Context: an optimization exercise on an open-source flow, tuned for small area. The choices shown serve that exercise and are no tape-out recipe.
Only simulation tests tie the RTL to the original design; equivalence was not proved.
Power figures rest on the tool's default switching activity, not on a simulated workload.

==> flow/run.sh <==
#!/bin/bash
# synth_recipe.tcl (not shown) runs the flow's synth.tcl, then flattens the netlist and writes it again
# the make line also repeats each setting of config.mk as NAME=value (left out here)
make -C /OpenROAD-flow-scripts/flow DESIGN_CONFIG=/design/flow/config.mk WORK_HOME=/design/flow/orfs CLKGATE_MAP_FILE= SYNTH_SCRIPT=/design/flow/synth_recipe.tcl finish
==> flow/config.mk <==
export PLATFORM = sky130hd
export DESIGN_NAME = issue_queues
export DESIGN_NICKNAME = issue_queues
export VERILOG_FILES = /design/flow/design.v
export SDC_FILE = /design/flow/constraint.sdc
export NUM_CORES = 4
export LEC_CHECK = 0
export CAP_MARGIN = 20
export CORE_MARGIN = 2
export CORE_UTILIZATION = 30
export PLACE_DENSITY = 0.38
export SLEW_MARGIN = 20
==> flow/constraint.sdc <==
create_clock -name core_clock -period 10.0 [get_ports {clk}]
set_input_delay 2.0000 -clock core_clock [delete_from_list [all_inputs] [get_ports {clk}]]
set_output_delay 2.0000 -clock core_clock [all_outputs]
set_load 0.01 [all_outputs]
==> flow/design.v <==
module iq_core #(
    parameter N       = 8,       
    parameter PW      = 37,      
    parameter INORDER = 0        
) (
    input                   clk,
    input                   rst_n,
    input                   flush,
    input                   wr_pause,
    input       [3:0]       en,          
    input       [4*PW-1:0]  pay_in,      
    input       [23:0]      s1_in,       
    input       [23:0]      s2_in,
    input       [3:0]       r1_in,       
    input       [3:0]       r2_in,
    input       [23:0]      wb,          
    input                   head_ok,     
    output      [PW-1:0]    head_pay,
    output                  pause,
    output                  granted,
    output  reg             sel_vld,
    output  reg [5:0]       sel_s1,
    output  reg [5:0]       sel_s2,
    output  reg [PW-1:0]    sel_pay
);
    reg  [N-1:0]    vld;
    reg  [N-1:0]    rdy1;
    reg  [N-1:0]    rdy2;
    reg  [6*N-1:0]  src1;
    reg  [6*N-1:0]  src2;
    reg  [PW*N-1:0] pay;
    function wake;
        input [5:0]  s;
        input [23:0] b;
        wake = (s == b[5:0]) | (s == b[11:6]) | (s == b[17:12]) | (s == b[23:18]);
    endfunction
    assign head_pay = pay[PW-1:0];
    wire [N-1:0] req = vld & rdy1 & rdy2;
    wire [N-1:0] grant;
    wire [N-1:0] shift;          
    genvar e;
    generate
        if (INORDER) begin : g_ino
            assign grant = {{(N-1){1'b0}}, req[0] & head_ok};
            assign shift = {N{req[0] & head_ok}};
        end else begin : g_ooo
            for (e = 0; e < N; e = e + 1) begin : g_gr
                if (e == 0) begin : g0
                    assign grant[0] = req[0];
                    assign shift[0] = req[0];
                end else begin : gn
                    assign grant[e] = req[e] & ~(|req[e-1:0]);
                    assign shift[e] = |req[e:0];
                end
            end
        end
    endgenerate
    assign granted = shift[N-1];
    wire [N:0] vnext;
    wire [N:0] vup = {1'b0, vld};
    assign vnext[N] = 1'b0;
    generate
        for (e = 0; e < N; e = e + 1) begin : g_vn
            assign vnext[e] = shift[e] ? vup[e+1] : vld[e];
        end
    endgenerate
    wire [N:0] first = {vnext[N-1:0], 1'b1} & ~vnext;
    wire ge1 = |en;
    wire ge2 = (en[0] & (en[1] | en[2] | en[3])) | (en[1] & (en[2] | en[3])) | (en[2] & en[3]);
    wire ge3 = (en[0] & en[1] & (en[2] | en[3])) | (en[2] & en[3] & (en[0] | en[1]));
    wire ge4 = &en;
    assign pause = (ge1 & vnext[N-1]) | (ge2 & vnext[N-2]) | (ge3 & vnext[N-3]) | (ge4 & vnext[N-4]);
    wire wr = ~wr_pause & ~pause;
    wire [1:0] c2 = en[0] + en[1];
    wire [1:0] c3 = en[0] + en[1] + en[2];
    wire [3:0] rk0 = 4'b0001;
    wire [3:0] rk1 = en[0] ? 4'b0010 : 4'b0001;
    wire [3:0] rk2 = 4'b0001 << c2;
    wire [3:0] rk3 = 4'b0001 << c3;
    wire [15:0] rk = {rk3, rk2, rk1, rk0};
    generate
        for (e = 0; e < N; e = e + 1) begin : g_ent
            wire [3:0] ws;
            genvar k;
            for (k = 0; k < 4; k = k + 1) begin : g_ws
                wire [3:0] at;
                genvar j;
                for (j = 0; j < 4; j = j + 1) begin : g_j
                    if (e - j >= 0) begin : g_ok
                        assign at[j] = rk[4*k+j] & first[e-j];
                    end else begin : g_no
                        assign at[j] = 1'b0;
                    end
                end
                assign ws[k] = wr & en[k] & (|at);
            end
            wire nw   = |ws;
            wire sh   = ~nw & shift[e];
            wire hold = ~nw & ~shift[e];
            wire [5:0]    a1 = src1[6*e +: 6];
            wire [5:0]    a2 = src2[6*e +: 6];
            wire [PW-1:0] ap = pay[PW*e +: PW];
            wire          w1 = rdy1[e] | wake(a1, wb);
            wire          w2 = rdy2[e] | wake(a2, wb);
            wire [5:0]    b1;
            wire [5:0]    b2;
            wire [PW-1:0] bp;
            wire          x1;
            wire          x2;
            if (e < N-1) begin : g_up
                assign b1 = src1[6*(e+1) +: 6];
                assign b2 = src2[6*(e+1) +: 6];
                assign bp = pay[PW*(e+1) +: PW];
                assign x1 = rdy1[e+1] | wake(b1, wb);
                assign x2 = rdy2[e+1] | wake(b2, wb);
            end else begin : g_top
                assign b1 = 6'd0;
                assign b2 = 6'd0;
                assign bp = {PW{1'b0}};
                assign x1 = 1'b0;
                assign x2 = 1'b0;
            end
            always @(posedge clk or negedge rst_n) begin
                if (!rst_n)
                    vld[e] <= 1'b0;
                else
                    vld[e] <= ~flush & (nw | vnext[e]);
            end
            always @(posedge clk) begin
                rdy1[e] <= (ws[0] & r1_in[0]) | (ws[1] & r1_in[1]) | (ws[2] & r1_in[2]) | (ws[3] & r1_in[3]) |
                           (sh & x1) | (hold & w1);
                rdy2[e] <= (ws[0] & r2_in[0]) | (ws[1] & r2_in[1]) | (ws[2] & r2_in[2]) | (ws[3] & r2_in[3]) |
                           (sh & x2) | (hold & w2);
                src1[6*e +: 6] <= ({6{ws[0]}} & s1_in[5:0]) | ({6{ws[1]}} & s1_in[11:6]) |
                                  ({6{ws[2]}} & s1_in[17:12]) | ({6{ws[3]}} & s1_in[23:18]) |
                                  ({6{sh}} & b1) | ({6{hold}} & a1);
                src2[6*e +: 6] <= ({6{ws[0]}} & s2_in[5:0]) | ({6{ws[1]}} & s2_in[11:6]) |
                                  ({6{ws[2]}} & s2_in[17:12]) | ({6{ws[3]}} & s2_in[23:18]) |
                                  ({6{sh}} & b2) | ({6{hold}} & a2);
                pay[PW*e +: PW] <= ({PW{ws[0]}} & pay_in[0*PW +: PW]) | ({PW{ws[1]}} & pay_in[1*PW +: PW]) |
                                   ({PW{ws[2]}} & pay_in[2*PW +: PW]) | ({PW{ws[3]}} & pay_in[3*PW +: PW]) |
                                   ({PW{sh}} & bp) | ({PW{hold}} & ap);
            end
        end
    endgenerate
    reg [5:0]    o1;
    reg [5:0]    o2;
    reg [PW-1:0] op;
    integer i;
    always @(*) begin
        if (INORDER) begin
            o1 = src1[5:0];
            o2 = src2[5:0];
            op = pay[PW-1:0];
        end else begin
            o1 = 6'd0;
            o2 = 6'd0;
            op = {PW{1'b0}};
            for (i = 0; i < N; i = i + 1) begin
                o1 = o1 | ({6{grant[i]}} & src1[6*i +: 6]);
                o2 = o2 | ({6{grant[i]}} & src2[6*i +: 6]);
                op = op | ({PW{grant[i]}} & pay[PW*i +: PW]);
            end
        end
    end
    always @(posedge clk or negedge rst_n) begin
        if (!rst_n)
            sel_vld <= 1'b0;
        else
            sel_vld <= ~flush & granted;
    end
    always @(posedge clk) begin
        sel_s1  <= o1;
        sel_s2  <= o2;
        sel_pay <= op;
    end
endmodule
module issue_queues (
    input clk,
    input rst_n,
    input flush,
    input wr_pause,
    input CACOP_already,
    input INVTLB_already,
    input AGU_busy,
    input inst0_PR_dest_en,
    input inst0_PR_source1_en,
    input inst0_PR_source2_en,
    input inst0_PR_source1_rdy,
    input inst0_PR_source2_rdy,
    input [5:0] inst0_PR_dest,
    input [5:0] inst0_PR_source1,
    input [5:0] inst0_PR_source2,
    input [5:0] inst0_ROB_ID,
    input inst0_ALU0_en,
    input [4:0] inst0_ALU0_op,
    input [19:0] inst0_ALU0_imm,
    input inst0_ALU1_en,
    input [2:0] inst0_ALU1_op,
    input inst0_AGU_en,
    input [3:0] inst0_AGU_op,
    input [16:0] inst0_AGU_imm,
    input inst0_BRU_en,
    input [3:0] inst0_BRU_op,
    input [25:0] inst0_BRU_imm,
    input [31:0] inst0_PC,
    input [31:0] inst0_target_PC,
    input inst1_PR_dest_en,
    input inst1_PR_source1_en,
    input inst1_PR_source2_en,
    input inst1_PR_source1_rdy,
    input inst1_PR_source2_rdy,
    input [5:0] inst1_PR_dest,
    input [5:0] inst1_PR_source1,
    input [5:0] inst1_PR_source2,
    input [5:0] inst1_ROB_ID,
    input inst1_ALU0_en,
    input [4:0] inst1_ALU0_op,
    input [19:0] inst1_ALU0_imm,
    input inst1_ALU1_en,
    input [2:0] inst1_ALU1_op,
    input inst1_AGU_en,
    input [3:0] inst1_AGU_op,
    input [16:0] inst1_AGU_imm,
    input inst1_BRU_en,
    input [3:0] inst1_BRU_op,
    input [25:0] inst1_BRU_imm,
    input [31:0] inst1_PC,
    input [31:0] inst1_target_PC,
    input inst2_PR_dest_en,
    input inst2_PR_source1_en,
    input inst2_PR_source2_en,
    input inst2_PR_source1_rdy,
    input inst2_PR_source2_rdy,
    input [5:0] inst2_PR_dest,
    input [5:0] inst2_PR_source1,
    input [5:0] inst2_PR_source2,
    input [5:0] inst2_ROB_ID,
    input inst2_ALU0_en,
    input [4:0] inst2_ALU0_op,
    input [19:0] inst2_ALU0_imm,
    input inst2_ALU1_en,
    input [2:0] inst2_ALU1_op,
    input inst2_AGU_en,
    input [3:0] inst2_AGU_op,
    input [16:0] inst2_AGU_imm,
    input inst2_BRU_en,
    input [3:0] inst2_BRU_op,
    input [25:0] inst2_BRU_imm,
    input [31:0] inst2_PC,
    input [31:0] inst2_target_PC,
    input inst3_PR_dest_en,
    input inst3_PR_source1_en,
    input inst3_PR_source2_en,
    input inst3_PR_source1_rdy,
    input inst3_PR_source2_rdy,
    input [5:0] inst3_PR_dest,
    input [5:0] inst3_PR_source1,
    input [5:0] inst3_PR_source2,
    input [5:0] inst3_ROB_ID,
    input inst3_ALU0_en,
    input [4:0] inst3_ALU0_op,
    input [19:0] inst3_ALU0_imm,
    input inst3_ALU1_en,
    input [2:0] inst3_ALU1_op,
    input inst3_AGU_en,
    input [3:0] inst3_AGU_op,
    input [16:0] inst3_AGU_imm,
    input inst3_BRU_en,
    input [3:0] inst3_BRU_op,
    input [25:0] inst3_BRU_imm,
    input [31:0] inst3_PC,
    input [31:0] inst3_target_PC,
    input [5:0] dest_ALU0,
    input [5:0] dest_ALU1,
    input [5:0] dest_AGU,
    input [5:0] dest_BRU,
    output wr_ALU0_IQ_pause,
    output wr_ALU1_IQ_pause,
    output wr_AGU_IQ_pause,
    output wr_BRU_IQ_pause,
    output ALU0_selected_vld,
    output ALU0_select_vld,
    output [4:0] ALU0_select_op,
    output [19:0] ALU0_select_imm,
    output [5:0] ALU0_select_dest,
    output [5:0] ALU0_select_source1,
    output [5:0] ALU0_select_source2,
    output [5:0] ALU0_select_ROB_ID,
    output ALU1_select_vld,
    output [2:0] ALU1_select_op,
    output [5:0] ALU1_select_dest,
    output [5:0] ALU1_select_source1,
    output [5:0] ALU1_select_source2,
    output [5:0] ALU1_select_ROB_ID,
    output AGU_select_vld,
    output [3:0] AGU_select_op,
    output [16:0] AGU_select_imm,
    output AGU_select_dest_en,
    output [5:0] AGU_select_dest,
    output [5:0] AGU_select_source1,
    output [5:0] AGU_select_source2,
    output [5:0] AGU_select_ROB_ID,
    output BRU_selected_vld,
    output BRU_select_vld,
    output BRU_select_dest_en,
    output [31:0] BRU_select_PC,
    output [31:0] BRU_select_target_PC,
    output [25:0] BRU_select_imm,
    output [3:0] BRU_select_op,
    output [5:0] BRU_select_dest,
    output [5:0] BRU_select_source1,
    output [5:0] BRU_select_source2,
    output [5:0] BRU_select_ROB_ID
);
    wire [23:0] wb = {dest_BRU, dest_AGU, dest_ALU1, dest_ALU0};
    wire [23:0] s1 = {inst3_PR_source1, inst2_PR_source1, inst1_PR_source1, inst0_PR_source1};
    wire [23:0] s2 = {inst3_PR_source2, inst2_PR_source2, inst1_PR_source2, inst0_PR_source2};
    wire [3:0]  r1 = {(~inst3_PR_source1_en | inst3_PR_source1_rdy), (~inst2_PR_source1_en | inst2_PR_source1_rdy), (~inst1_PR_source1_en | inst1_PR_source1_rdy), (~inst0_PR_source1_en | inst0_PR_source1_rdy)};
    wire [3:0]  r2 = {(~inst3_PR_source2_en | inst3_PR_source2_rdy), (~inst2_PR_source2_en | inst2_PR_source2_rdy), (~inst1_PR_source2_en | inst1_PR_source2_rdy), (~inst0_PR_source2_en | inst0_PR_source2_rdy)};
    wire [3:0]  q1 = {inst3_PR_source1_rdy, inst2_PR_source1_rdy, inst1_PR_source1_rdy, inst0_PR_source1_rdy};
    wire [3:0]  q2 = {inst3_PR_source2_rdy, inst2_PR_source2_rdy, inst1_PR_source2_rdy, inst0_PR_source2_rdy};
    wire [36:0] alu0_pay;
    iq_core #(.N(8), .PW(37), .INORDER(0)) u_alu0 (
        .clk(clk), .rst_n(rst_n), .flush(flush), .wr_pause(wr_pause),
        .en({inst3_ALU0_en, inst2_ALU0_en, inst1_ALU0_en, inst0_ALU0_en}),
        .pay_in({inst3_ALU0_op, inst3_ALU0_imm, inst3_PR_dest, inst3_ROB_ID, inst2_ALU0_op, inst2_ALU0_imm, inst2_PR_dest, inst2_ROB_ID, inst1_ALU0_op, inst1_ALU0_imm, inst1_PR_dest, inst1_ROB_ID, inst0_ALU0_op, inst0_ALU0_imm, inst0_PR_dest, inst0_ROB_ID}),
        .s1_in(s1), .s2_in(s2), .r1_in(r1), .r2_in(r2), .wb(wb),
        .head_ok(1'b1), .head_pay(),
        .pause(wr_ALU0_IQ_pause), .granted(ALU0_selected_vld),
        .sel_vld(ALU0_select_vld), .sel_s1(ALU0_select_source1), .sel_s2(ALU0_select_source2),
        .sel_pay(alu0_pay)
    );
    assign {ALU0_select_op, ALU0_select_imm, ALU0_select_dest, ALU0_select_ROB_ID} = alu0_pay;
    wire [14:0] alu1_pay;
    iq_core #(.N(4), .PW(15), .INORDER(0)) u_alu1 (
        .clk(clk), .rst_n(rst_n), .flush(flush), .wr_pause(wr_pause),
        .en({inst3_ALU1_en, inst2_ALU1_en, inst1_ALU1_en, inst0_ALU1_en}),
        .pay_in({inst3_ALU1_op, inst3_PR_dest, inst3_ROB_ID, inst2_ALU1_op, inst2_PR_dest, inst2_ROB_ID, inst1_ALU1_op, inst1_PR_dest, inst1_ROB_ID, inst0_ALU1_op, inst0_PR_dest, inst0_ROB_ID}),
        .s1_in(s1), .s2_in(s2), .r1_in(q1), .r2_in(q2), .wb(wb),
        .head_ok(1'b1), .head_pay(),
        .pause(wr_ALU1_IQ_pause), .granted(),
        .sel_vld(ALU1_select_vld), .sel_s1(ALU1_select_source1), .sel_s2(ALU1_select_source2),
        .sel_pay(alu1_pay)
    );
    assign {ALU1_select_op, ALU1_select_dest, ALU1_select_ROB_ID} = alu1_pay;
    wire [33:0] agu_pay;
    wire [33:0] agu_head;
    wire [3:0]  agu_head_op = agu_head[32:29];
    wire        agu_ok = ~AGU_busy & ~((agu_head_op == 4'b0000) & INVTLB_already)
                                   & ~((agu_head_op == 4'b0001) & CACOP_already);
    iq_core #(.N(8), .PW(34), .INORDER(1)) u_agu (
        .clk(clk), .rst_n(rst_n), .flush(flush), .wr_pause(wr_pause),
        .en({inst3_AGU_en, inst2_AGU_en, inst1_AGU_en, inst0_AGU_en}),
        .pay_in({inst3_PR_dest_en, inst3_AGU_op, inst3_AGU_imm, inst3_PR_dest, inst3_ROB_ID, inst2_PR_dest_en, inst2_AGU_op, inst2_AGU_imm, inst2_PR_dest, inst2_ROB_ID, inst1_PR_dest_en, inst1_AGU_op, inst1_AGU_imm, inst1_PR_dest, inst1_ROB_ID, inst0_PR_dest_en, inst0_AGU_op, inst0_AGU_imm, inst0_PR_dest, inst0_ROB_ID}),
        .s1_in(s1), .s2_in(s2), .r1_in(r1), .r2_in(r2), .wb(wb),
        .head_ok(agu_ok), .head_pay(agu_head),
        .pause(wr_AGU_IQ_pause), .granted(),
        .sel_vld(AGU_select_vld), .sel_s1(AGU_select_source1), .sel_s2(AGU_select_source2),
        .sel_pay(agu_pay)
    );
    assign {AGU_select_dest_en, AGU_select_op, AGU_select_imm, AGU_select_dest, AGU_select_ROB_ID} = agu_pay;
    wire [106:0] bru_pay;
    iq_core #(.N(4), .PW(107), .INORDER(0)) u_bru (
        .clk(clk), .rst_n(rst_n), .flush(flush), .wr_pause(wr_pause),
        .en({inst3_BRU_en, inst2_BRU_en, inst1_BRU_en, inst0_BRU_en}),
        .pay_in({inst3_PR_dest_en, inst3_PC, inst3_target_PC, inst3_BRU_imm, inst3_BRU_op, inst3_PR_dest, inst3_ROB_ID, inst2_PR_dest_en, inst2_PC, inst2_target_PC, inst2_BRU_imm, inst2_BRU_op, inst2_PR_dest, inst2_ROB_ID, inst1_PR_dest_en, inst1_PC, inst1_target_PC, inst1_BRU_imm, inst1_BRU_op, inst1_PR_dest, inst1_ROB_ID, inst0_PR_dest_en, inst0_PC, inst0_target_PC, inst0_BRU_imm, inst0_BRU_op, inst0_PR_dest, inst0_ROB_ID}),
        .s1_in(s1), .s2_in(s2), .r1_in(r1), .r2_in(r2), .wb(wb),
        .head_ok(1'b1), .head_pay(),
        .pause(wr_BRU_IQ_pause), .granted(BRU_selected_vld),
        .sel_vld(BRU_select_vld), .sel_s1(BRU_select_source1), .sel_s2(BRU_select_source2),
        .sel_pay(bru_pay)
    );
    assign {BRU_select_dest_en, BRU_select_PC, BRU_select_target_PC, BRU_select_imm, BRU_select_op,
            BRU_select_dest, BRU_select_ROB_ID} = bru_pay;
endmodule
==> results of run 1 <==
[cell usage after synthesis, types with 10 or more instances]
library cell  count  area [um^2]
xnor2_1         421         3687
nand4_1          60        375.4
inv_1           106        397.9
a21oi_1         151        755.7
and3_1           21        131.4
a31oi_1          57        356.6
buf_1           389         1460
nor4_1          195         1220
xor2_1          732         6411
nor3_1           44        220.2
a22o_1          105        919.6
a32oi_1         881         7716
dfrtp_1          28        700.7
a222oi_1        470         4705
ha_1             10        125.1
clkbuf_1       1437         5394
o21ai_0         299         1496
a211o_1          11        96.34
a221o_1         124         1241
buf_6            24        270.3
o2111ai_1       121         1060
buf_2           103        515.5
o211ai_2         96         1201
or4_1            10        75.07
clkbuf_2         21        105.1
o21ai_1          30        150.1
a211oi_1         15        112.6
nand3_1         267         1336
nor2_1          212        795.8
a32o_1          135         1351
nand2_1        1466         5503
o211ai_1        758         5690
a22oi_1         696         5225
nand2b_1         16        100.1
a21o_1           48        360.4
mux2i_1        1040        10410
and2_1           11        68.82
dfxtp_1        1633        32690
a221oi_1        257         2251
[kinds of logic after synthesis]
family,count (synthesis)
muxes,1051
buffers and inverters,2093
and+or+nand+nor,2352
DFF,1661
AOI/OAI and AO/OA,4329
xor gates and xnor gates,1153
adders and majority gates,17
[per-stage QoR]
stage                     utilization, %  instance area, um^2
after global placement             33.35               119800
final                              35.53               127600
after detailed placement           33.36               119800
after CTS                          35.47               127400
after global routing               35.51               127600
after floorplan                        -               108200
[routing by layer]
layer	share of wire [%]	vias to the layer above	track usage [%]
li1	-	48233	-
met1	39	59739	44.80
met2	44	8482	55.75
met3	11	1880	9.921
met4	5.8	148	20.05
met5	0.14	-	0
[placed cells by master (no fill, tap or decap), types with 28 or more instances in the layout]
| cell | instances |
|---|---|
| inv_1 | 106 |
| nand4_1 | 60 |
| clkbuf_1 | 53 |
| a221oi_1 | 257 |
| nand2_1 | 1455 |
| a22o_1 | 105 |
| a32o_1 | 135 |
| dfxtp_1 | 1633 |
| mux2i_1 | 1037 |
| a32oi_1 | 881 |
| a21oi_1 | 145 |
| diode_2 | 74 |
| o21ai_0 | 296 |
| a31oi_1 | 57 |
| clkinv_2 | 31 |
| o211ai_2 | 96 |
| o21ai_1 | 29 |
| xor2_1 | 732 |
| a222oi_1 | 470 |
| dfrtp_1 | 28 |
| xnor2_1 | 421 |
| clkbuf_8 | 59 |
| clkdlybuf4s50_1 | 951 |
| nor2_1 | 183 |
| clkbuf_16 | 231 |
| o2111ai_1 | 121 |
| o211ai_1 | 758 |
| a21o_1 | 47 |
| nand3_1 | 262 |
| a221o_1 | 122 |
| buf_4 | 335 |
| a22oi_1 | 696 |
| nor4_1 | 186 |
[power breakdown]
| group | total [mW] | switching [mW] | internal, mW | leakage (nW) |
|---|---|---|---|---|
| sequential | 13.6 | 3.74 | 9.90 | 14.0 |
| combinational | 21.0 | 13.2 | 7.84 | 24.6 |
| clock | 8.67 | 3.57 | 5.09 | 3.74 |
[cell type report]
class	instances	area, um^2	area share [%]
timing repair buffer	1316	12500	9.793
multi-input combinational	8902	67610	52.96
sequential	1661	33390	26.16
clock inverter	58	785.8	0.6156
clock buffer	343	6792	5.321
antenna	74	185.2	0.1451
inverter	110	412.9	0.3235
tap	4773	5972	4.679
[state kept, by name, indices dropped and copies added (netlist names), 15 cells and up]
name and flops:
u_alu0.src1 48, u_agu.pay 272, u_alu1.pay 60, u_alu1.src1 24, u_agu.src2 48, u_alu1.sel_pay 15, u_bru.src2 24, u_alu0.src2 48
u_bru.sel_pay 107, u_alu1.src2 24, u_alu0.sel_pay 37, u_bru.src1 24, u_agu.sel_pay 34, u_alu0.pay 296, u_agu.src1 48, u_bru.pay 428
[worst max-delay path: cells and delay by family]
family,cells,cell delay (ns)
AND/OR/NAND/NOR,2,0.45
adder cells (fa/ha/maj),1,0.51
AO/OA/AOI/OAI,3,1.20
buffers and inverters,3,2.00
[path summary, 6_finish.rpt]
path	start	to	slack, ns	depth (start not counted)
setup / recovery	inst0_AGU_en	wr_AGU_IQ_pause	1.82	9
hold / removal	u_agu.pay[7]	u_agu.sel_pay[7]	0.34	0
setup reg to reg	u_alu0.rdy1[0]	u_alu0.pay[191]	3.36	11
hold reg to reg	u_agu.pay[7]	u_agu.sel_pay[7]	0.34	0
max in group asynchronous	rst_n	u_alu0.vld[1]	7.96	2
min in group asynchronous	rst_n	u_agu.vld[5]	1.33	2
==> results.toml, run 1 <==
[clock_network]
postCtsHoldBufs = 0
cts_resized = 0
cts_tree = "yes"
cts_sinks = 1661
clock_latency_ns = 0.96
cts_buffers = 225
h-tree-depth = 4
post_cts_buffers = 0
clockBufferDepth = 4
cts_root_buf = "clkbuf_16"
cts.clk_slew.worst_paths_ns = 0.06

[sta]
fin_tns_setup_ns = 0
finalCritPeriodShare_pct = 81.75
holdWs_ns = 0.3424
relSlewSlack_pct = 16.25
worst_pin_slew_ns = 1.256
clock.fmax_ghz = 0.1223
fin_worst_skew_ns = 0.06221
rsz0062_at_grt = "false"
hold_violations = 0
slew_violations = 0
layout_setup_ws_ns = 1.825
finalSetupViolCount = 0
period_minus_slack_ns = 8.175

[worst_setup_path]
slowest_stage = "clkdlybuf4s50_1"
critPathArrivalTime_ns = 6.18
crit_type = "in2out"
crit_top_cell = "clkdlybuf4s50_1"
startpoint_type = "primary input"
cp_slowest_stage_delay_ns = 0.93
cp.required_ns = 8.00
worstPathMaxFanout = 16
crit_chain = "clkdlybuf4s50_1 > clkinv_1 > ha_1 > nor2b_1 > o21ai_0 > a311oi_1 > a211o_1 > or3_1 > clkdlybuf4s50_1"
cp-end-kind = "output pin"

[synth]
synth-compound-area-share_pct = 32.71
synth-adder-area-share_pct = 0.2174
synth_mux_area_share_pct = 9.801
ys_warn_count = 4
syn-num-nets = 13405
synthSimpleGateAreaFrac_pct = 9.487
synth_top_family_by_area = "compound AO/OA/AOI/OAI gates"
syn_inst = 12656
synth-seq-cells = 1661
synth_cell_types = 97
synth_edf_count = 0
yosys.area_share.xor_xnor_pct = 9.331
synthArstFlopShare_pct = 1.686
seq_area_frac_synth_pct = 30.86
avgSynthCellArea_um2 = 8.551
synth_area_um2 = 108200
synth_flop_cell = "dfxtp_1"

[power]
finalPower_mw = 43.33
p_leak_nw = 42.39
p_per_area_nw_per_um2 = 339.4
vdd_drop_max_v = 0.0003238

[place]
port_buffers = 985
place_congestion = 0.8807
post-place-cells = 16760
pre_cts_ws_ns = 1.953
dpl.hpwl_mm = 393.5

[detailed_routing]
wl_per_cell_um = 40.18
wl_mm = 692.5
first_iter_violations = 18371
postRouteAntennaNets = 0
firstDrtPassIters = 13
drc_errors = 0
viasPerCell = 6.874
vias = 118482

[cells_and_area]
fill_cells = 36204
drive_above_1_share_pct = 8.047
instances_no_fill = 17237
area_growth_pct = 17.95
nets = 12965

[die]
fp.dieW_um = 604.6
core-area_um2 = 359200
pin_count = 986
dieArea_um2 = 365600
die_height_um = 604.6
num_rows = 220
initial_core_util_pct = 30.13

[global_route]
grt_remaining_overflow = 0
grt_pass1_wl_mm = 950.8
grt_max_degree = 174
antenna_found_initial = 180
grt_usage_pct = 35.94
grt_pass1_vias = 116653

[outcome]
outcome = "timing/DRC/antenna clean"

[min_path]
hold_path.class = "reg2reg"

[flow_run]
maxCapViolCount = 0
==> run 2: changes to the inputs <==
==> flow/flow/run.sh (new file) <==
#!/bin/bash
# Layout flow: the standard flow (standard.sh) with three changes:
#  - synthesis is synth_recipe.tcl with ABC using an area script (flow/area.abc),
#  - each port gets the smallest buffer (buf_1) instead of clkdlybuf4s50_1,
#  - clock tree synthesis inserts no dummy loads.
# Each step's full log is in orfs/logs/; make's own output is in flow_make.log.
set -euo pipefail
W=$PWD
{ head -n 1 synth_recipe.tcl; cat flow/abc_area.tcl; tail -n +2 synth_recipe.tcl; } > flow_synth.tcl
export AREA_ABC_SCRIPT=$W/flow/area.abc
bash standard.sh \
  SYNTH_SCRIPT=$W/flow_synth.tcl \
  "BUFFER_PORTS_ARGS=-buffer_cell sky130_fd_sc_hd__buf_1" \
  "CTS_ARGS=-sink_clustering_enable -repair_clock_nets -dont_use_dummy_load" \
  finish > flow_make.log 2>&1
==> flow/flow/abc_area.tcl (new file) <==
# Inserted into synth_recipe.tcl after its first line: ABC maps the logic with
# the area-oriented script flow/area.abc instead of ORFS's speed script.
# Registers are mapped before ABC runs and are left as they are.
proc abc {args} {
  set i [lsearch -exact $args -script]
  if { $i >= 0 } { lset args [expr { $i + 1 }] $::env(AREA_ABC_SCRIPT) }
  yosys abc {*}$args
}
==> flow/flow/area.abc (new file) <==
&get -n
&st
&dch
&nf -a -R 1000
&put
topo
==> flow/standard.sh (new file) <==
#!/bin/bash
# synth_recipe.tcl (not shown) runs the flow's synth.tcl, then flattens the netlist and writes it again
# the make line also repeats each setting of config.mk as NAME=value (left out here)
make -C /OpenROAD-flow-scripts/flow DESIGN_CONFIG=/design/flow/config.mk WORK_HOME=/design/flow/orfs CLKGATE_MAP_FILE= SYNTH_SCRIPT=/design/flow/synth_recipe.tcl "${@:-finish}"
removed: flow/run.sh
==> results.toml, run 2 <==
[sta]
worst_pin_slew_ns = 1.277
period_minus_slack_ns = 7.060
fin_tns_setup_ns = 0
relSlewSlack_pct = 14.90
slew_violations = 0
finalCritPeriodShare_pct = 70.60
layout_setup_ws_ns = 2.940
clock.fmax_ghz = 0.1416
hold_violations = 0
rsz0062_at_grt = "false"
fin_worst_skew_ns = 0.08078
finalSetupViolCount = 0

[outcome]
outcome = "timing/DRC/antenna clean"

[detailed_routing]
firstDrtPassIters = 17
met2_length_mm = 279.3
drc_errors = 0
dr_wl_met3_mm = 77.75
wl_per_cell_um = 40.69
first_iter_violations = 26409
wl_met1_mm = 242.7
wl_mm = 639.6
postRouteAntennaNets = 0
vias = 112289
viasPerCell = 7.144
routed.top_layer = "met5"

[die]
dieArea_um2 = 304800
fp.dieW_um = 552.1
initial_core_util_pct = 30.11
num_rows = 201
die_height_um = 552.1
pin_count = 986
core-area_um2 = 299300

[min_path]
hold_path.class = "reg2reg"
holdCritStartpoint = "u_agu.pay[12]"

[global_route]
grt_max_degree = 123
grt_usage_pct = 39.48
antenna_found_initial = 171
grt_pass1_wl_mm = 873.3
grt_remaining_overflow = 0
grt_pass1_vias = 105906

[worst_setup_path]
crit_start = "u_alu0.rdy1[0]"
cp-end-kind = "register"
cp.required_ns = 10.84
startpoint_type = "register"
crit_type = "reg2reg"
worst-r2r-cell-count = 18
r2r-end = "u_alu0.pay[212]"
worstPathMaxFanout = 52
r2r_slack_ns = 2.94
crit_end = "u_alu0.pay[212]"
r2r_start = "u_alu0.rdy1[0]"
critPathArrivalTime_ns = 7.90

[synth]
seq_area_frac_synth_pct = 37.06
synth_most_common_cell = "nand2_1"
synth_cell_types = 39
synth.top_cell.area_share_pct = 36.28
synth_area_um2 = 90110
synthArstFlopShare_pct = 1.686
synthTopCellsByArea = "dfxtp_1 (36%), a222oi_1 (18%), nand2_1 (12%)"
syn_inst = 10134
syn-num-nets = 10883
synth_commonest_cells = "nand2_1 (2,938), a222oi_1 (1,643), dfxtp_1 (1,633)"
synth_top_cell_by_area = "dfxtp_1"
synth_edf_count = 0
synth_flop_cell = "dfxtp_1"
avgSynthCellArea_um2 = 8.892
ys_warn_count = 4
synth-seq-cells = 1661

[power]
p_leak_nw = 42.86
p_per_area_nw_per_um2 = 345.5
vdd_drop_max_v = 0.0003480

[clock_network]
cts_tree = "yes"
h-tree-depth = 4
cts_sinks = 1661
cts_resized = 0
clockBufferDepth = 4
postCtsHoldBufs = 0
cts.clk_slew.worst_paths_ns = 0.06
cts_root_buf = "clkbuf_16"
post_cts_buffers = 0
clock_latency_ns = 0.96
cts_buffers = 215

[cells_and_area]
fin_area_um2 = 108700
largest_register_ff_count = 428
reg.largest.list = "u_bru.pay x428, u_alu0.pay x296, u_agu.pay x272"
largest-register = "u_bru.pay"
fill_cells = 30725
most-common-layout-cells = "nand2_1 (2,938), a222oi_1 (1,643), dfxtp_1 (1,633), buf_1 (863), nand3_1 (761)"
nets = 12402
area_growth_pct = 20.63
multi_input_area_um2 = 57940
drive_above_1_share_pct = 6.926
seq_area_um2 = 33390
final_common_cell = "nand2_1"

[place]
placed_cell_area_um2 = 103000
place_congestion = 0.8933
pre_cts_ws_ns = 2.725
port_buffers = 985
dpl.hpwl_mm = 356.2

[flow_run]
maxCapViolCount = 0
run 2: cell types whose count changed in the layout (fill, tap and decap cells not counted), sizes merged, moves of 305 or more:
| cell | delta |
|---|---|
| nand3 | +491 |
| a32oi | -881 |
| a222oi | +1173 |
| a221o | +628 |
| mux2i | -1028 |
| nand2 | +1472 |
| buf | +818 |
| clkdlybuf4s50 | -951 |
| o211ai | -847 |
| o21ai | -305 |
run 2: area by class of cell:
| cell class | instances | area share [%] |
|---|---|---|
| Timing Repair Buffer | 1302 | 6.187 |
| Sequential cell | 1661 | 30.72 |
| Tap cell | 3958 | 4.556 |
| Antenna cell | 108 | 0.2486 |
| Inverter | 10 | 0.03453 |
| Multi-Input combinational cell | 8463 | 53.30 |
| Clock buffer | 215 | 4.950 |
run 2: how the worst min path moves through the flow:
stage	end	slack, ns	cells past startpoint
final	u_agu.sel_pay[12]	0.35	0
after CTS	u_agu.sel_pay[12]	0.36	0
after floorplan	u_agu.sel_pay[0]	0.33	0
after detailed placement	u_agu.sel_pay[12]	0.34	0
after global placement	u_agu.sel_pay[2]	0.35	0
after global routing	u_agu.sel_pay[2]	0.36	0
run 2: cells by family after synthesis:
kind of cell	after synthesis	share of synthesized area, %
xor+xnor	1152	11.20
flops	1661	37.06
compound gates	3020	31.43
fa+ha+maj	14	0.2277
mux	14	0.1555
buf+inv	10	0.04166
simple gates	4263	19.89
run 2: power by group:
part,switching [mW],internal [mW]
combinational,10.9,6.16
sequential,3.74,9.88
clock,3.13,3.73
total,17.8,19.8
run 2: through the flow:
step	std cells	power [mW]	hold slack [ns]	util, %
3_3_place_gp	15381	29.85	0.3474	34.32
5_1_grt	15675	38.97	0.3592	36.29
3_5_place_dp	15391	30.09	0.3445	34.41
4_1_cts	15606	36.99	0.3554	36.20
2_1_floorplan	10134	22.25	0.3320	-
6_report	15717	37.56	0.3534	36.32
run 2: critical path: stages, from the launching register on:
cell,delay (ns)
dfxtp_1,0.42
nand3_1,0.30
and3_1,0.52
and2_0,0.52
and3_1,0.40
and2_0,0.22
buf_4,0.19
nand2_1,0.14
a21oi_1,0.15
nor3_1,0.06
o21ai_0,0.12
nor2_1,0.14
nand2_1,0.55
nor2_4,0.07
buf_4,0.48
or4_1,0.81
nor2_4,0.93
buf_4,0.65
a221o_1,0.25
run 2: metal layers:
layer	track usage, %	vias up
met5	0	-
met4	23.52	76
met3	11.40	1833
met2	60.37	9312
met1	49.05	55881
li1	-	45187
==> run 3: changes to the inputs <==
--- a/flow/design.v
+++ b/flow/design.v
@@ -175,6 +175,172 @@
         sel_pay <= op;
     end
 endmodule
+module iq_nc #(
+    parameter N       = 4,
+    parameter PW      = 107,
+    parameter INORDER = 0        
+) (
+    input                   clk,
+    input                   rst_n,
+    input                   flush,
+    input                   wr_pause,
+    input       [3:0]       en,
+    input       [4*PW-1:0]  pay_in,
+    input       [23:0]      s1_in,
+    input       [23:0]      s2_in,
+    input       [3:0]       r1_in,
+    input       [3:0]       r2_in,
+    input       [23:0]      wb,
+    input                   head_ok,
+    output      [PW-1:0]    head_pay,
+    output                  pause,
+    output                  granted,
+    output  reg             sel_vld,
+    output  reg [5:0]       sel_s1,
+    output  reg [5:0]       sel_s2,
+    output  reg [PW-1:0]    sel_pay
+);
+    reg  [N-1:0]    vld;
+    reg  [N-1:0]    rdy1;
+    reg  [N-1:0]    rdy2;
+    reg  [6*N-1:0]  src1;
+    reg  [6*N-1:0]  src2;
+    reg  [PW*N-1:0] pay;
+    reg  [N*N-1:0]  old_;        
+    function wake;
+        input [5:0]  s;
+        input [23:0] b;
+        wake = (s == b[5:0]) | (s == b[11:6]) | (s == b[17:12]) | (s == b[23:18]);
+    endfunction
+    wire [N-1:0] req = vld & rdy1 & rdy2;
+    wire [N-1:0] grant;
+    wire [N-1:0] head;           
+    genvar e, j;
+    generate
+        for (e = 0; e < N; e = e + 1) begin : g_gr
+            wire [N-1:0] older;  
+            for (j = 0; j < N; j = j + 1) begin : g_b
+                if (j < e) begin : g_lo
+                    assign older[j] = old_[j*N+e];
+                end else if (j > e) begin : g_hi
+                    assign older[j] = ~old_[e*N+j];
+                end else begin : g_eq
+                    assign older[j] = 1'b0;
+                end
+            end
+            if (INORDER) begin : g_ino
+                assign head[e]  = vld[e] & ~(|(vld & older));
+                assign grant[e] = head[e] & req[e] & head_ok;
+            end else begin : g_ooo
+                assign head[e]  = 1'b0;
+                assign grant[e] = req[e] & ~(|(req & older));
+            end
+        end
+    endgenerate
+    assign granted = INORDER ? |grant : |req;
+    reg [PW-1:0] hp;
+    integer h;
+    always @(*) begin
+        hp = {PW{1'b0}};
+        for (h = 0; h < N; h = h + 1)
+            hp = hp | ({PW{head[h]}} & pay[PW*h +: PW]);
+    end
+    assign head_pay = hp;
+    wire [N-1:0] fr = ~vld | grant;
+    integer c;
+    reg [3:0] nfree;
+    reg [2:0] need;
+    always @(*) begin
+        nfree = 3'd0;
+        for (c = 0; c < N; c = c + 1)
+            nfree = nfree + fr[c];
+        need = en[0] + en[1] + en[2] + en[3];
+    end
+    assign pause = {1'b0, need} > nfree;
+    wire wr = ~wr_pause & ~pause;
+    wire [1:0] c2 = en[0] + en[1];
+    wire [1:0] c3 = en[0] + en[1] + en[2];
+    wire [3:0] rk0 = 4'b0001;
+    wire [3:0] rk1 = en[0] ? 4'b0010 : 4'b0001;
+    wire [3:0] rk2 = 4'b0001 << c2;
+    wire [3:0] rk3 = 4'b0001 << c3;
+    wire [15:0] rk = {rk3, rk2, rk1, rk0};
+    wire [N-1:0] nwv;
+    generate
+        for (e = 0; e < N; e = e + 1) begin : g_ent
+            reg [3:0] below;
+            always @(*) begin
+                below = 3'd0;
+                for (c = 0; c < e; c = c + 1)
+                    below = below + fr[c];
+            end
+            wire [3:0] at = (below < 4'd4) ? (4'b0001 << below[1:0]) : 4'b0000;
+            wire [3:0] ws;
+            genvar k;
+            for (k = 0; k < 4; k = k + 1) begin : g_ws
+                assign ws[k] = wr & fr[e] & en[k] & (|(rk[4*k +: 4] & at));
+            end
+            wire nw   = |ws;
+            wire hold = ~nw;
+            assign nwv[e] = nw;
+            wire [5:0]    a1 = src1[6*e +: 6];
+            wire [5:0]    a2 = src2[6*e +: 6];
+            wire [PW-1:0] ap = pay[PW*e +: PW];
+            always @(posedge clk or negedge rst_n) begin
+                if (!rst_n)
+                    vld[e] <= 1'b0;
+                else
+                    vld[e] <= ~flush & (nw | (vld[e] & ~grant[e]));
+            end
+            always @(posedge clk) begin
+                rdy1[e] <= (ws[0] & r1_in[0]) | (ws[1] & r1_in[1]) | (ws[2] & r1_in[2]) | (ws[3] & r1_in[3]) |
+                           (hold & (rdy1[e] | wake(a1, wb)));
+                rdy2[e] <= (ws[0] & r2_in[0]) | (ws[1] & r2_in[1]) | (ws[2] & r2_in[2]) | (ws[3] & r2_in[3]) |
+                           (hold & (rdy2[e] | wake(a2, wb)));
+                src1[6*e +: 6] <= ({6{ws[0]}} & s1_in[5:0]) | ({6{ws[1]}} & s1_in[11:6]) |
+                                  ({6{ws[2]}} & s1_in[17:12]) | ({6{ws[3]}} & s1_in[23:18]) |
+                                  ({6{hold}} & a1);
+                src2[6*e +: 6] <= ({6{ws[0]}} & s2_in[5:0]) | ({6{ws[1]}} & s2_in[11:6]) |
+                                  ({6{ws[2]}} & s2_in[17:12]) | ({6{ws[3]}} & s2_in[23:18]) |
+                                  ({6{hold}} & a2);
+                pay[PW*e +: PW] <= ({PW{ws[0]}} & pay_in[0*PW +: PW]) | ({PW{ws[1]}} & pay_in[1*PW +: PW]) |
+                                   ({PW{ws[2]}} & pay_in[2*PW +: PW]) | ({PW{ws[3]}} & pay_in[3*PW +: PW]) |
+                                   ({PW{hold}} & ap);
+            end
+        end
+        for (e = 0; e < N; e = e + 1) begin : g_age
+            for (j = e + 1; j < N; j = j + 1) begin : g_aj
+                always @(posedge clk)
+                    old_[e*N+j] <= nwv[j] | (~nwv[e] & old_[e*N+j]);
+            end
+        end
+    endgenerate
+    reg [5:0]    o1;
+    reg [5:0]    o2;
+    reg [PW-1:0] op;
+    integer i;
+    always @(*) begin
+        o1 = 6'd0;
+        o2 = 6'd0;
+        op = {PW{1'b0}};
+        for (i = 0; i < N; i = i + 1) begin
+            o1 = o1 | ({6{grant[i]}} & src1[6*i +: 6]);
+            o2 = o2 | ({6{grant[i]}} & src2[6*i +: 6]);
+            op = op | ({PW{grant[i]}} & pay[PW*i +: PW]);
+        end
+    end
+    always @(posedge clk or negedge rst_n) begin
+        if (!rst_n)
+            sel_vld <= 1'b0;
+        else
+            sel_vld <= ~flush & granted;
+    end
+    always @(posedge clk) begin
+        sel_s1  <= o1;
+        sel_s2  <= o2;
+        sel_pay <= op;
+    end
+endmodule
 module issue_queues (
     input clk,
     input rst_n,
@@ -333,7 +499,7 @@
     );
     assign {ALU0_select_op, ALU0_select_imm, ALU0_select_dest, ALU0_select_ROB_ID} = alu0_pay;
     wire [14:0] alu1_pay;
-    iq_core #(.N(4), .PW(15), .INORDER(0)) u_alu1 (
+    iq_nc #(.N(4), .PW(15), .INORDER(0)) u_alu1 (
         .clk(clk), .rst_n(rst_n), .flush(flush), .wr_pause(wr_pause),
         .en({inst3_ALU1_en, inst2_ALU1_en, inst1_ALU1_en, inst0_ALU1_en}),
         .pay_in({inst3_ALU1_op, inst3_PR_dest, inst3_ROB_ID, inst2_ALU1_op, inst2_PR_dest, inst2_ROB_ID, inst1_ALU1_op, inst1_PR_dest, inst1_ROB_ID, inst0_ALU1_op, inst0_PR_dest, inst0_ROB_ID}),
@@ -361,7 +527,7 @@
     );
     assign {AGU_select_dest_en, AGU_select_op, AGU_select_imm, AGU_select_dest, AGU_select_ROB_ID} = agu_pay;
     wire [106:0] bru_pay;
-    iq_core #(.N(4), .PW(107), .INORDER(0)) u_bru (
+    iq_nc #(.N(4), .PW(107), .INORDER(0)) u_bru (
         .clk(clk), .rst_n(rst_n), .flush(flush), .wr_pause(wr_pause),
         .en({inst3_BRU_en, inst2_BRU_en, inst1_BRU_en, inst0_BRU_en}),
         .pay_in({inst3_PR_dest_en, inst3_PC, inst3_target_PC, inst3_BRU_imm, inst3_BRU_op, inst3_PR_dest, inst3_ROB_ID, inst2_PR_dest_en, inst2_PC, inst2_target_PC, inst2_BRU_imm, inst2_BRU_op, inst2_PR_dest, inst2_ROB_ID, inst1_PR_dest_en, inst1_PC, inst1_target_PC, inst1_BRU_imm, inst1_BRU_op, inst1_PR_dest, inst1_ROB_ID, inst0_PR_dest_en, inst0_PC, inst0_target_PC, inst0_BRU_imm, inst0_BRU_op, inst0_PR_dest, inst0_ROB_ID}),
==> flow/flow/run.sh (replaced) <==
#!/bin/bash
# Layout flow: the standard flow (standard.sh) with three changes:
#  - synthesis is synth_recipe.tcl with ABC using an area script (flow/area.abc),
#  - each port gets the smallest buffer (buf_1) instead of clkdlybuf4s50_1,
#  - clock tree synthesis uses clkbuf_8 on clusters of at most 14 flip-flops
#    and inserts no dummy loads.
# Each step's full log is in orfs/logs/; make's own output is in flow_make.log.
set -euo pipefail
W=$PWD
{ head -n 1 synth_recipe.tcl; cat flow/abc_area.tcl; tail -n +2 synth_recipe.tcl; } > flow_synth.tcl
export AREA_ABC_SCRIPT=$W/flow/area.abc
bash standard.sh \
  SYNTH_SCRIPT=$W/flow_synth.tcl \
  "BUFFER_PORTS_ARGS=-buffer_cell sky130_fd_sc_hd__buf_1" \
  "CTS_ARGS=-sink_clustering_enable -repair_clock_nets -dont_use_dummy_load -buf_list sky130_fd_sc_hd__clkbuf_8 -sink_clustering_size 14 -sink_clustering_max_diameter 50" \
  finish > flow_make.log 2>&1
==> flow/flow/area.abc (replaced) <==
&get -n
&st
&dch
&nf -a -R 1000
&put
strash
&get -n
&st
&dch
&nf -a -R 1000
&put
strash
&get -n
&st
&dch
&nf -a -R 1000
&put
strash
&get -n
&st
&dch
&nf -a -R 1000
&put
strash
&get -n
&st
&dch
&nf -a -R 1000
&put
strash
&get -n
&st
&dch
&nf -a -R 1000
&put
strash
&get -n
&st
&dch
&nf -a -R 1000
&put
strash
&get -n
&st
&dch
&nf -a -R 1000
&put
strash
&get -n
&st
&dch
&nf -a -R 1000
&put
topo
==> flow/config.mk (replaced) <==
export PLATFORM = sky130hd
export DESIGN_NAME = issue_queues
export DESIGN_NICKNAME = issue_queues
export VERILOG_FILES = /design/flow/design.v
export SDC_FILE = /design/flow/constraint.sdc
export NUM_CORES = 4
export LEC_CHECK = 0
export CAP_MARGIN = 10
export CELL_PAD_IN_SITES_DETAIL_PLACEMENT = 1
export CORE_MARGIN = 2
export CORE_UTILIZATION = 36
export PLACE_DENSITY = 0.45
export SLEW_MARGIN = 10
==> results.toml, run 3 <==
[detailed_routing]
wl_per_cell_um = 40.63
viasPerCell = 7.643
vias = 107373
drc_errors = 0
first_iter_violations = 25445
wl_mm = 570.8
postRouteAntennaNets = 0
firstDrtPassIters = 17

[clock_network]
cts_buffers = 278
cts_tree = "yes"
clockBufferDepth = 4
cts.clk_slew.worst_paths_ns = 0.06
postCtsHoldBufs = 0
cts_resized = 0
h-tree-depth = 5
cts_root_buf = "clkbuf_8"
post_cts_buffers = 0
clock_latency_ns = 1.13
cts_sinks = 1673

[sta]
period_minus_slack_ns = 7.484
fin_worst_skew_ns = 0.09155
relSlewSlack_pct = 8.196
worst_pin_slew_ns = 1.377
rsz0062_at_grt = "false"
slew_violations = 0
finalSetupViolCount = 0
clock.fmax_ghz = 0.1336
fin_tns_setup_ns = 0
hold_violations = 0
finalCritPeriodShare_pct = 74.84

[worst_setup_path]
startpoint_type = "register"
cp_slowest_stage_delay_ns = 0.70
worstPathMaxFanout = 6
crit_type = "reg2out"
critPathArrivalTime_ns = 5.48
cp.required_ns = 8.00
slowest_stage = "a311oi_1"
cp-end-kind = "output pin"
crit_family = "adder cells"
crit_chain = "and3_1 > o21ai_0 > a211oi_4 > nand2b_1 > clkinv_1 > fa_1 > clkinv_1 > ha_1 > ha_1 > clkinv_1 > ha_1 > a21o_1 > a21oi_1 > a311oi_1 > buf_1"
cp.buffers_inverters = 4

[outcome]
outcome = "timing/DRC/antenna clean"

[global_route]
grt_max_degree = 126
grt_pass1_vias = 108201
grt_usage_pct = 44.25
antenna_found_initial = 164
grt_remaining_overflow = 0
grt_pass1_wl_mm = 803.4

[power]
p_leak_nw = 39.88
finalPower_mw = 36.06
vdd_drop_max_v = 0.0003356
p_per_area_nw_per_um2 = 354.1

[place]
port_buffers = 985
dpl.hpwl_mm = 311.6
place_congestion = 0.9117

[synth]
synth_most_common_cell = "nand2_1"
synthTopCellsByArea = "dfxtp_1 (38%), a222oi_1 (21%), a22oi_1 (10%)"
syn-num-nets = 10041
synth_cell_types = 39
synth_flop_cell = "dfxtp_1"
seq_area_frac_synth_pct = 38.82
synth_commonest_cells = "nand2_1 (1,931), a222oi_1 (1,858), dfxtp_1 (1,645)"
avgSynthCellArea_um2 = 9.345
synthArstFlopShare_pct = 1.674
synth_top_cell_by_area = "dfxtp_1"
ys_warn_count = 4
synth_area_um2 = 86630
synth.top_cell.area_share_pct = 38.01
synth-seq-cells = 1673
syn_inst = 9270
synth_edf_count = 0

[die]
pin_count = 986
fp.dieW_um = 494.6
dieArea_um2 = 244600
core-area_um2 = 239900
die_height_um = 494.6
num_rows = 180
initial_core_util_pct = 36.12

[cells_and_area]
nets = 11540
reg.largest.list = "u_bru.pay x428, u_alu0.pay x296, u_agu.pay x272"
largest-register = "u_bru.pay"
largest_register_ff_count = 428
drive_above_1_share_pct = 7.365
final_common_cell = "nand2_1"
most-common-layout-cells = "nand2_1 (1,928), a222oi_1 (1,858), dfxtp_1 (1,645), a22oi_1 (1,171), buf_1 (862)"
area_growth_pct = 17.56

[flow_run]
maxCapViolCount = 0

[min_path]
hold_path.class = "reg2reg"
==> run 3: cell types whose count changed after synthesis, sizes merged, moves of 19 or more <==
cell | previous run | this run
nand2 | 2938 | 1931
a22oi | 392 | 1171
a221o | 752 | 0
a222oi | 1643 | 1858
nand3 | 761 | 636
nor2 | 170 | 131
xor2 | 676 | 709
clkinv | 10 | 38
xnor2 | 476 | 448
o31ai | 19 | 0
==> run 3: cells by family (layout without fill, tap and decap cells) <==
kind of cell | after synthesis | in the layout | share of synthesized area [%]
buffers and inverters | 38 | 1535 | 0.1647
xor gates and xnor gates | 1157 | 1157 | 11.70
other | 0 | 97 | 0
AOI/OAI and AO/OA | 3269 | 3269 | 33.25
DFF | 1673 | 1673 | 38.82
and+or+nand+nor | 3087 | 3087 | 15.36
muxes | 9 | 9 | 0.1040
adders and majority gates | 37 | 37 | 0.6008
==> run 3: area by class of cell <==
class	instances	area (um^2)
well taps	3185	3985
repair buffers	1219	5843
fillers	28010	138000
flip-flops and latches	1673	33630
multi-input cells	7559	54170
diodes	97	242.7
clock buffers	278	3826
inverters	38	143.9
==> run 3: routing by layer <==
metal / vias up / routed length (um) / GRT usage, %
met5: - / 717 / 0.01957
met3: 2069 / 74490 / 13.13
met4: 104 / 40210 / 30.31
met2: 8940 / 246800 / 66.58
li1: 42491 / - / -
met1: 53769 / 208600 / 54.22
==> run 3: worst paths after layout <==
kind / slack (ns) / depth (start not counted) / end / from
setup / recovery: 2.52 / 15 / wr_ALU1_IQ_pause / u_alu1.rdy2[1]
hold / removal: 0.32 / 0 / u_agu.sel_pay[6] / u_agu.pay[6]
setup reg to reg: 2.92 / 16 / u_alu0.pay[50] / u_alu0.vld[1]
hold reg to reg: 0.32 / 0 / u_agu.sel_pay[6] / u_agu.pay[6]
max in group asynchronous: 8.24 / 2 / u_alu0.vld[0] / rst_n
min in group asynchronous: 1.11 / 2 / u_agu.sel_vld / rst_n
==> run 3: report_power, final <==
part / total (mW) / internal (mW) / switching (mW)
clock network: 5.34 / 2.46 / 2.88
registers: 13.5 / 10.1 / 3.46
logic: 17.2 / 6.10 / 11.1
==> run 3: metrics by stage <==
stage               hold WS (ns)  area (um^2)  cells  util, %  worst slack, ns
finish                    0.3238       101800  14049    42.46            2.516
global route              0.3327       101800  14026    42.44            2.178
CTS                       0.3173       101600  13952    42.36            2.471
detailed placement        0.3399        97780  13674    40.76            2.363
global placement          0.3352        97780  13674    40.76            2.425
floorplan                 0.3316        86900   9270        -           -6.264
==> run 3: worst reg2reg max path, stage by stage, from the launching register on <==
cell	delay (ns)
dfrtp_1	0.47
nand3_1	0.33
and2_0	0.49
and3_1	0.41
and3_1	0.43
nand2_1	0.29
mux2i_1	0.28
o21ai_0	0.35
nor2_1	0.21
nand2_1	0.67
a21oi_4	0.02
buf_4	0.46
or4_1	0.78
nor2_4	1.00
buf_4	0.56
a22oi_1	0.17
nand3_1	0.13
==> run 4: changes to the inputs <==
--- a/flow/config.mk
+++ b/flow/config.mk
@@ -6,8 +6,7 @@
 export NUM_CORES = 4
 export LEC_CHECK = 0
 export CAP_MARGIN = 10
-export CELL_PAD_IN_SITES_DETAIL_PLACEMENT = 1
 export CORE_MARGIN = 2
-export CORE_UTILIZATION = 36
-export PLACE_DENSITY = 0.45
+export CORE_UTILIZATION = 30
+export PLACE_DENSITY = 0.38
 export SLEW_MARGIN = 10
==> results.toml, run 4 <==
[worst_setup_path]
crit_type = "reg2out"
crit_top_cell = "ha_1"
slowest_stage = "fa_1"
cp.buffers_inverters = 5
cp_slowest_stage_delay_ns = 0.71
crit_family = "adder cells"
worstPathMaxFanout = 28
startpoint_type = "register"
critPathArrivalTime_ns = 5.44
cp.required_ns = 8.00
cp-end-kind = "output pin"
crit_chain = "and3_1 > o21ai_0 > nor2_2 > buf_4 > nor2b_1 > fa_1 > clkinv_1 > ha_1 > ha_1 > clkinv_1 > ha_1 > a21o_1 > a21oi_1 > a311oi_1 > buf_4 > buf_1"

[place]
pre_cts_ws_ns = 2.138
place_congestion = 0.8725
port_buffers = 985
dpl.hpwl_mm = 317.5

[cells_and_area]
area_growth_pct = 18.71
drive_above_1_share_pct = 7.477
largest_register_ff_count = 428
reg.largest.list = "u_bru.pay x428, u_alu0.pay x296, u_agu.pay x272"
most-common-layout-cells = "nand2_1 (1,928), a222oi_1 (1,858), dfxtp_1 (1,645), a22oi_1 (1,171), buf_1 (862)"
nets = 11553
largest-register = "u_bru.pay"
final_common_cell = "nand2_1"

[synth]
synth.top_cell.area_share_pct = 38.01
ys_warn_count = 4
seq_area_frac_synth_pct = 38.82
syn_inst = 9270
synthArstFlopShare_pct = 1.674
synth_flop_cell = "dfxtp_1"
syn-num-nets = 10041
synth_top_cell_by_area = "dfxtp_1"
synth-compound-area-share_pct = 33.25
avgSynthCellArea_um2 = 9.345
synth_top_family_by_area = "compound AO/OA/AOI/OAI gates"
synth_most_common_cell = "nand2_1"
synth-adder-area-share_pct = 0.6008
synth_commonest_cells = "nand2_1 (1,931), a222oi_1 (1,858), dfxtp_1 (1,645)"
synth_cell_types = 39
yosys.area_share.xor_xnor_pct = 11.70
synthTopCellsByArea = "dfxtp_1 (38%), a222oi_1 (21%), a22oi_1 (10%)"
synth_mux_area_share_pct = 0.1040
synth-seq-cells = 1673
synthSimpleGateAreaFrac_pct = 15.36
synth_area_um2 = 86630
synth_edf_count = 0

[detailed_routing]
viasPerCell = 7.209
vias = 105663
drc_errors = 0
firstDrtPassIters = 17
first_iter_violations = 26545
wl_per_cell_um = 40.84
wl_mm = 598.5
postRouteAntennaNets = 0

[sta]
fin_worst_skew_ns = 0.1162
worst_pin_slew_ns = 1.407
finalCritPeriodShare_pct = 74.45
finalSetupViolCount = 0
holdWs_ns = 0.2825
hold_violations = 0
clock.fmax_ghz = 0.1343
relSlewSlack_pct = 6.222
slew_violations = 0
rsz0062_at_grt = "false"
layout_setup_ws_ns = 2.555
period_minus_slack_ns = 7.445

[clock_network]
cts_tree = "yes"
cts_sinks = 1673
h-tree-depth = 5
clockBufferDepth = 4
cts_resized = 0
cts_buffers = 292
clock_latency_ns = 1.08
post_cts_buffers = 0
cts_root_buf = "clkbuf_8"
cts.clk_slew.worst_paths_ns = 0.08
postCtsHoldBufs = 0

[outcome]
outcome = "timing/DRC/antenna clean"

[global_route]
grt_remaining_overflow = 0
grt_pass1_wl_mm = 821.9
grtUsageMet1_pct = 47.39
grt_use_met3_pct = 11.36
grt_max_degree = 126
grt_usage_pct = 38.44
grt.met2_usage_pct = 58.83
busiest_layer = "met2"
grt_pass1_vias = 102957
antenna_found_initial = 184

[min_path]
hold_path.class = "reg2reg"

[die]
die_height_um = 541.4
num_rows = 197
fp.dieW_um = 541.4
initial_core_util_pct = 30.12
pin_count = 986
dieArea_um2 = 293100
core-area_um2 = 287700

[power]
vdd_drop_max_v = 0.0004130
p_leak_nw = 39.99
p_per_area_nw_per_um2 = 353.6

[flow_run]
maxCapViolCount = 0
==> run 4: cell counts after synthesis <==
No cell type changed its count.
==> run 4: area by class of cell <==
type / instances / area, um^2
clock buffers: 292 / 4019
fillers: 29479 / 184800
repair buffers: 1218 / 5898
multi-input cells: 7559 / 54180
inverters: 38 / 143.9
flip-flops and latches: 1673 / 33630
well taps: 3781 / 4731
diodes: 96 / 240.2
==> run 4: logic make-up (layout without fill, tap and decap cells) <==
kind of cell | Yosys count | count (layout)
other | 0 | 96
buffers and inverters | 38 | 1548
adder cells (fa/ha/maj) | 37 | 37
flip-flops | 1673 | 1673
XOR/XNOR | 1157 | 1157
AO/OA/AOI/OAI | 3269 | 3269
AND/OR/NAND/NOR | 3087 | 3087
multiplexers | 9 | 9
==> run 4: power by group <==
group	internal, mW	total [mW]	switching (mW)
clock network	2.57	5.57	3.00
logic	6.15	17.4	11.2
registers	10.1	13.4	3.37
==> run 4: final timing paths <==
kind,start,end,slack (ns),cells past startpoint
worst max-delay path,u_alu1.rdy2[0],wr_ALU1_IQ_pause,2.56,16
worst min-delay path,u_agu.pay[6],u_agu.sel_pay[6],0.28,0
worst max register to register,u_alu0.vld[1],u_alu0.pay[184],3.01,16
worst min register to register,u_agu.pay[6],u_agu.sel_pay[6],0.28,0
max in group asynchronous,rst_n,u_alu0.vld[6],8.25,2
min in group asynchronous,rst_n,u_bru.vld[3],1.14,2
==> run 4: through the flow <==
step                instance area [um^2]  TNS (ns)  total power [mW]  std cells  utilization (%)
finish                            102800         0             36.36      14657            35.75
global route                      102800         0             38.10      14630            35.73
CTS                               102600         0             35.90      14561            35.67
detailed placement                 98580         0             30.24      14269            34.27
global placement                   98580         0             29.98      14269            34.27
floorplan                          86900  -2873.23             23.44       9270                -
==> run 4: routing by layer <==
| metal | part of all wire, % | routed length [um] | vias up |
|---|---|---|---|
| li1 | - | - | 42512 |
| met1 | 38 | 227000 | 52826 |
| met2 | 44 | 262300 | 8440 |
| met3 | 12 | 72610 | 1753 |
| met4 | 6.0 | 35800 | 132 |
| met5 | 0.14 | 837 | - |
==> run 5: changes to the inputs <==
==> flow/flow/run.sh (replaced) <==
#!/bin/bash
# Layout flow: the standard flow (standard.sh) with three changes:
#  - synthesis is synth_recipe.tcl with ABC using an area script (flow/area.abc),
#  - each port gets the smallest buffer (buf_1) instead of clkdlybuf4s50_1,
#  - clock tree synthesis uses clkbuf_8 on clusters of at most 16 flip-flops
#    and inserts no dummy loads.
# Each step's full log is in orfs/logs/; make's own output is in flow_make.log.
set -euo pipefail
W=$PWD
{ head -n 1 synth_recipe.tcl; cat flow/abc_area.tcl; tail -n +2 synth_recipe.tcl; } > flow_synth.tcl
export AREA_ABC_SCRIPT=$W/flow/area.abc
bash standard.sh \
  SYNTH_SCRIPT=$W/flow_synth.tcl \
  "BUFFER_PORTS_ARGS=-buffer_cell sky130_fd_sc_hd__buf_1" \
  "CTS_ARGS=-sink_clustering_enable -repair_clock_nets -dont_use_dummy_load -buf_list sky130_fd_sc_hd__clkbuf_8 -sink_clustering_size 16 -sink_clustering_max_diameter 55" \
  finish > flow_make.log 2>&1
--- a/flow/config.mk
+++ b/flow/config.mk
@@ -6,7 +6,8 @@
 export NUM_CORES = 4
 export LEC_CHECK = 0
 export CAP_MARGIN = 10
+export CELL_PAD_IN_SITES_DETAIL_PLACEMENT = 1
 export CORE_MARGIN = 2
-export CORE_UTILIZATION = 30
-export PLACE_DENSITY = 0.38
+export CORE_UTILIZATION = 36
+export PLACE_DENSITY = 0.45
 export SLEW_MARGIN = 10
==> results.toml, run 5 <==
[outcome]
outcome = "timing/DRC/antenna clean"

[clock_network]
cts_root_buf = "clkbuf_8"
h-tree-depth = 4
cts.clk_slew.worst_paths_ns = 0.11
postCtsHoldBufs = 0
cts_tree = "yes"
cts_buffers = 204
cts_resized = 0
cts_sinks = 1673
clockBufferDepth = 3
post_cts_buffers = 0
clock_latency_ns = 1.09

[cells_and_area]
most-common-layout-cells = "nand2_1 (1,928), a222oi_1 (1,858), dfxtp_1 (1,645), a22oi_1 (1,171), buf_1 (862)"
largest_register_ff_count = 428
reg.largest.list = "u_bru.pay x428, u_alu0.pay x296, u_agu.pay x272"
drive_above_1_share_pct = 6.724
area_growth_pct = 16.42
final_common_cell = "nand2_1"
instances_no_fill = 13986
largest-register = "u_bru.pay"
final_core_utilization_pct = 42.05
nets = 11466
fin_area_um2 = 100900

[synth]
synth_flop_cell = "dfxtp_1"
synth_top_cell_by_area = "dfxtp_1"
synth_cell_types = 39
synth_area_um2 = 86630
synth_commonest_cells = "nand2_1 (1,931), a222oi_1 (1,858), dfxtp_1 (1,645)"
synth_edf_count = 0
syn_inst = 9270
synth-seq-cells = 1673
seq_area_frac_synth_pct = 38.82
synthTopCellsByArea = "dfxtp_1 (38%), a222oi_1 (21%), a22oi_1 (10%)"
synthArstFlopShare_pct = 1.674
syn-num-nets = 10041
synth_most_common_cell = "nand2_1"
synth.top_cell.area_share_pct = 38.01
avgSynthCellArea_um2 = 9.345
ys_warn_count = 4

[flow_run]
maxCapViolCount = 0

[sta]
period_minus_slack_ns = 7.407
fin_tns_setup_ns = 0
layout_setup_ws_ns = 2.593
slew_violations = 0
relSlewSlack_pct = 5.916
finalSetupViolCount = 0
fin_worst_skew_ns = 0.1415
rsz0062_at_grt = "false"
finalCritPeriodShare_pct = 74.07
hold_violations = 0
worst_pin_slew_ns = 1.411
holdWs_ns = 0.3384
clock.fmax_ghz = 0.1350

[die]
die_height_um = 494.6
dieArea_um2 = 244600
pin_count = 986
fp.dieW_um = 494.6
initial_core_util_pct = 36.12
core-area_um2 = 239900
num_rows = 180

[worst_setup_path]
critPathArrivalTime_ns = 5.41
cp_slowest_stage_delay_ns = 0.71
worstPathMaxFanout = 6
crit_family = "adder cells"
crit_chain = "and3_1 > o21ai_0 > a211oi_4 > nand2b_1 > clkinv_1 > fa_1 > clkinv_1 > ha_1 > ha_1 > clkinv_1 > ha_1 > a21o_1 > a21oi_1 > a311oi_1 > buf_1"
crit_type = "reg2out"
cp.required_ns = 8.00
slowest_stage = "a311oi_1"
startpoint_type = "register"
cp.buffers_inverters = 4
cp-end-kind = "output pin"

[power]
p_leak_nw = 39.35
p_per_area_nw_per_um2 = 349.0
vdd_drop_max_v = 0.0003383
finalPower_mw = 35.20

[min_path]
hold_path.class = "reg2reg"

[place]
dpl.hpwl_mm = 311.6
place_congestion = 0.9117
post-place-cells = 13674
port_buffers = 985
pre_cts_ws_ns = 2.363
placed_cell_area_um2 = 97780

[global_route]
grt_pass1_wl_mm = 802.4
antenna_found_initial = 164
grt_max_degree = 126
grt_usage_pct = 44.18
grt_pass1_vias = 107535
grt_remaining_overflow = 0

[detailed_routing]
firstDrtPassIters = 14
drc_errors = 0
wl_mm = 569.7
wl_per_cell_um = 40.73
first_iter_violations = 25905
viasPerCell = 7.665
vias = 107196
postRouteAntennaNets = 0
[run 5: cell counts after synthesis]
Identical to the previous run, type by type.
[run 5: worst paths after layout]
kind,startpoint,end,slack [ns],cells after the start
setup reg to reg,u_alu0.vld[1],u_alu0.pay[50],2.86,16
hold / removal,u_bru.pay[108],u_bru.sel_pay[1],0.34,2
hold reg to reg,u_bru.pay[108],u_bru.sel_pay[1],0.34,2
max in group asynchronous,rst_n,u_alu0.vld[7],8.12,2
setup / recovery,u_alu1.vld[1],wr_ALU1_IQ_pause,2.59,15
min in group asynchronous,rst_n,u_bru.vld[0],1.18,2
[run 5: worst register-to-register path, cell delays in order, from the launching register on]
cell	delay, ns
dfrtp_1	0.48
nand3_1	0.35
and2_0	0.49
and3_1	0.40
and3_1	0.43
nand2_1	0.28
mux2i_1	0.27
o21ai_0	0.37
nor2_1	0.21
nand2_1	0.67
a21oi_4	0.02
buf_4	0.45
or4_1	0.78
nor2_4	1.01
buf_4	0.56
a22oi_1	0.17
nand3_1	0.13
[run 5: area by class of cell]
cell class / instances / area, um^2
Fill cell: 28031 / 139000
Sequential cell: 1673 / 33630
Tap cell: 3185 / 3985
Multi-Input combinational cell: 7559 / 54170
Timing Repair Buffer: 1219 / 5843
Antenna cell: 108 / 270.3
Clock buffer: 204 / 2808
Inverter: 38 / 143.9
[run 5: layer usage]
metal | share of wire [%] | wire length (um) | global-route usage (%)
met4 | 7.1 | 40600 | 30.13
met1 | 37 | 208200 | 53.98
met2 | 43 | 247100 | 66.82
met5 | 0.13 | 721 | 0
met3 | 13 | 73050 | 12.98
[run 5: report_power, final]
group,internal (mW),total [mW],switching (mW)
combinational,6.10,17.2,11.1
sequential,10.0,13.5,3.47
clock,1.79,4.47,2.68
total,17.9,35.2,17.3
[run 5: cells by family after synthesis]
group	count (synthesis)	synth area share [%]
AOI/OAI and AO/OA	3269	33.25
xor gates and xnor gates	1157	11.70
adders and majority gates	37	0.6008
buffers and inverters	38	0.1647
DFF	1673	38.82
muxes	9	0.1040
and+or+nand+nor	3087	15.36

## what the ideal ports hide
Ports are ideal in the flow. The routed layouts listed here were re-timed in OpenROAD.
Step 1, drivers: a clkbuf_16 drives clk and a buf_2 each remaining input, both assumed.
Step 2 also shifts input and output timing later by t, the mid clock arrival at the registers, as if the neighbouring blocks saw the same clock.
a / b / c = no drivers / after step 1 / after step 2; a / b = the first two.
| run | t, ns | setup slack, ns | worst setup path after step 2 | latest minus earliest clock arrival (ns) | cell pins on the clock port's net |
|---|---|---|---|---|---|
| run 1 | 1.058 | 1.825 / 1.735 / 1.735 | input to output | 0.072 / 0.072 | 1 |
| run 2 | 1.030 | 2.940 / 2.940 / 2.398 | input to register | 0.096 / 0.097 | 1 |
| run 3 | 1.182 | 2.516 / 2.412 / 2.093 | input to register | 0.102 / 0.102 | 1 |
| run 4 | 1.141 | 2.555 / 2.446 / 2.003 | input to register | 0.144 / 0.144 | 1 |
| run 5 | 1.129 | 2.593 / 2.479 / 2.120 | input to register | 0.149 / 0.150 | 1 |
After both steps every run listed still meets setup and hold. The setup slack of run 4, which loses most, moves by -0.109 ns with the drivers and by -0.552 ns with both steps.
